Context: an optimization exercise on an open-source flow, tuned for small area, a short achievable clock period and few clock cycles. The choices shown serve that exercise and are no tape-out recipe.
Function was checked by simulation only, so behaviour that the tests miss may differ from the original.
Power is estimated from default activity; no workload was simulated.

job 6795:
==> flow/design.v (excerpt) <==
module CacheController(
    rst,
    clk,
    wr,
    rd,
    data_rd,
    data_wr,
    addr_req,
    addr_resp,
    rdy,
    busy,
    wr_mem,
    rd_mem,
    busy_mem,
    data_rd_mem,
    data_wr_mem,
    addr_mem,
    cache_miss_count,
    cache_hit_count
    );
==> module CacheController, before the edit <==
module CacheController(
    rst,
    clk,
    wr,
    rd,
    data_rd,
    data_wr,
    addr_req,
    addr_resp,
    rdy,
    busy,
    wr_mem,
    rd_mem,
    busy_mem,
    data_rd_mem,
    data_wr_mem,
    addr_mem,
    cache_miss_count,
    cache_hit_count
    );
    input  rst; 
    input  clk; 
    input  wr;
    input  rd;
    output [31:0] data_rd;
    reg    [31:0] data_rd;
    input  [31:0] data_wr;
    input  [31:0] addr_req;
    output [31:0] addr_resp;
    reg    [31:0] addr_resp;
    output rdy;
    reg    rdy;
    output busy;
    output  wr_mem;
    output  rd_mem;
    input   busy_mem;
    input  [31:0] data_rd_mem;
    output [31:0] data_wr_mem;
    output [31:0] addr_mem;
    output [31:0] cache_miss_count;
    reg    [31:0] cache_miss_count;
    output [31:0] cache_hit_count;
    reg    [31:0] cache_hit_count;
    reg [15:0]  cache_valid;
    reg [23:0]  cache_tag [15:0];
    wire [23:0] addr_tag   = addr_req[31:8];
    wire [3:0]  addr_index = addr_req[7:4];
    assign busy        = busy_mem;
    assign rd_mem      = rd & ~rst;
    assign wr_mem      = wr & ~rst;
    assign addr_mem    = addr_req;
    assign data_wr_mem = data_wr;
    wire accept = (rd | wr) & ~busy_mem;
    reg         v1;
    reg  [31:0] a1;
    reg  [31:0] d1;
    reg  [23:0] old_tag;
    reg         old_valid;
    wire        hit1 = old_valid && (old_tag == a1[31:8]);
    always @(posedge clk) begin
        old_tag   <= cache_tag[addr_index];
        old_valid <= cache_valid[addr_index];
        a1        <= addr_req;
        d1        <= data_rd_mem;
        addr_resp <= a1;
        data_rd   <= d1;
    end
    genvar i;
    generate
        for (i = 0; i < 16; i = i + 1) begin : line
            always @(posedge clk)
                if (accept && addr_index == i)
                    cache_tag[i] <= addr_tag;
        end
    endgenerate
    always @(posedge clk or posedge rst) begin
        if (rst) begin
            v1               <= 1'b0;
            rdy              <= 1'b0;
            cache_valid      <= 16'h0000;
            cache_hit_count  <= 32'h0;
            cache_miss_count <= 32'h0;
        end else begin
            v1  <= accept;
            rdy <= v1;
            if (accept)
                cache_valid[addr_index] <= 1'b1;
            if (v1) begin
                if (hit1)
                    cache_hit_count  <= cache_hit_count + 1'b1;
                else
                    cache_miss_count <= cache_miss_count + 1'b1;
            end
        end
    end
endmodule
Settings: LEC_CHECK=0, CAP_MARGIN=20, CORE_MARGIN=2, CORE_UTILIZATION=70, CTS_BUF_LIST=sky130_fd_sc_hd__clkbuf_16, CTS_CLUSTER_DIAMETER=100, CTS_CLUSTER_SIZE=25, SETUP_SLACK_MARGIN=3.6, SLEW_MARGIN=20; clock period 6.5 ns.
standard.sh (not shown) runs the stock make flow with config.mk's settings and CLKGATE_MAP_FILE= SYNTH_SCRIPT=/design/flow/synth_recipe.tcl, a recipe that flattens the netlist after the stock synthesis.
==> flow/flow/run.sh <==
#!/bin/bash
# The standard layout (the standard.sh, unchanged synthesis and steps),
# with the port buffers that global placement inserts made of the smallest
# buffer cell instead of the one buffer_ports picks by itself; the resizer
# still upsizes any that timing or slew needs.
set -euo pipefail
export BUFFER_PORTS_ARGS="-buffer_cell sky130_fd_sc_hd__buf_1"
bash standard.sh > standard_flow.log 2>&1
Testbench counts of job 6795, summed over its fixed seeds: cycles 12,016.
Modified inputs, job 3919 compared to job 6795
==> flow/design.v <==
`timescale 1ns / 1ps
module CacheController(
    rst,
    clk,
    wr,
    rd,
    data_rd,
    data_wr,
    addr_req,
    addr_resp,
    rdy,
    busy,
    wr_mem,
    rd_mem,
    busy_mem,
    data_rd_mem,
    data_wr_mem,
    addr_mem,
    cache_miss_count,
    cache_hit_count
    );
    input  rst; 
    input  clk; 
    input  wr;
    input  rd;
    output [31:0] data_rd;
    reg    [31:0] data_rd;
    input  [31:0] data_wr;
    input  [31:0] addr_req;
    output [31:0] addr_resp;
    reg    [31:0] addr_resp;
    output rdy;
    reg    rdy;
    output busy;
    output  wr_mem;
    reg     wr_mem;
    output  rd_mem;
    reg     rd_mem;
    input   busy_mem;
    input  [31:0] data_rd_mem;
    output [31:0] data_wr_mem;
    reg    [31:0] data_wr_mem;
    output [31:0] addr_mem;
    reg    [31:0] addr_mem;
    output [31:0] cache_miss_count;
    reg    [31:0] cache_miss_count;
    output [31:0] cache_hit_count;
    reg    [31:0] cache_hit_count;
    reg [15:0]  cache_valid;
    reg [23:0]  cache_tag [15:0];
    reg  [23:0] old_tag;          
    reg         old_valid;
    wire [23:0] addr_tag   = addr_req[31:8];
    wire [3:0]  addr_index = addr_req[7:4];
    wire stall  = (rd_mem | wr_mem) & busy_mem;     
    wire done   = (rd_mem | wr_mem) & ~busy_mem;    
    assign busy = stall | (wr_mem & wr);
    wire accept = (rd | wr) & ~busy;
    wire hit = old_valid && (old_tag == addr_mem[31:8]);
    always @(posedge clk) begin
        if (!stall) begin
            addr_mem    <= addr_req;
            data_wr_mem <= data_wr;
            old_tag     <= cache_tag[addr_index];
            old_valid   <= cache_valid[addr_index];
        end
        addr_resp <= addr_mem;
        data_rd   <= data_rd_mem;
    end
    genvar i;
    generate
        for (i = 0; i < 16; i = i + 1) begin : line
            always @(posedge clk)
                if (accept && addr_index == i)
                    cache_tag[i] <= addr_tag;
        end
    endgenerate
    always @(posedge clk or posedge rst) begin
        if (rst) begin
            rdy              <= 1'b0;
            rd_mem           <= 1'b0;
            wr_mem           <= 1'b0;
            cache_valid      <= 16'h0000;
            cache_hit_count  <= 32'h0;
            cache_miss_count <= 32'h0;
        end else begin
            rdy <= done;
            if (!stall) begin
                rd_mem <= rd & ~busy;
                wr_mem <= wr & ~busy;
            end
            if (accept)
                cache_valid[addr_index] <= 1'b1;
            if (done) begin
                if (hit)
                    cache_hit_count  <= cache_hit_count + 1'b1;
                else
                    cache_miss_count <= cache_miss_count + 1'b1;
            end
        end
    end
endmodule
==> results.txt <==
- Run comparison: job 6795 endpoint of the worst setup timing path addr_mem[7]; job 3919 endpoint of the worst setup timing path busy
- Diff job 6795 -> job 3919 | non-clock buffer count | up by more than a quarter
- Going from job 6795 to job 3919, cell area moved up, number of nets in the finished design moved up, leakage component of the power moved up.
- Job 3919 vs. job 6795: non-filler instance count after layout rose by 4.1%; slack of the critical path increased 0.014 ns.
- Going from job 6795 to job 3919, the minimum hold slack was found to have gone up by 0.062 ns.
- From job 6795 to job 3919 the numbers moved as follows: flip-flop and latch area went up 5.5%, time the final worst path needs with I/O delays and setup went down 0.014 ns, arithmetic-cell share of the synthesized area counting full adders, half adders and majority gates held, global-route track usage on met1 went up 3.8 points.
Testbench counts of job 3919, summed over its fixed seeds: cycles 14,249.

[static timing again, ports no longer ideal]
The flow's constraints put no driver on any port. The routed layouts listed below were extracted and timed again, unchanged, in two steps. Step 1 assumes that a clkbuf_16 drives the clock port and a buf_2 every other input. Step 2 moves the port delays by t, midway between the first and last clock arrival at a register: inputs arrive t later, outputs are due t later. That takes back most of the time a late clock gives input paths. Slacks: ideal / step 1 / step 2; pairs: ideal / step 1.
run	t (ns)	setup slack, ns	slew at the worst register clock pin (ns)
job 6795	0.632	3.536 / 3.392 / 2.778	0.10 / 0.10
job 3919	0.649	3.550 / 3.501 / 2.969	0.11 / 0.11
After both steps every run listed still meets setup and hold. For job 6795, which loses most, drivers alone change the setup slack by -0.144 ns; drivers and shift together by -0.758 ns.
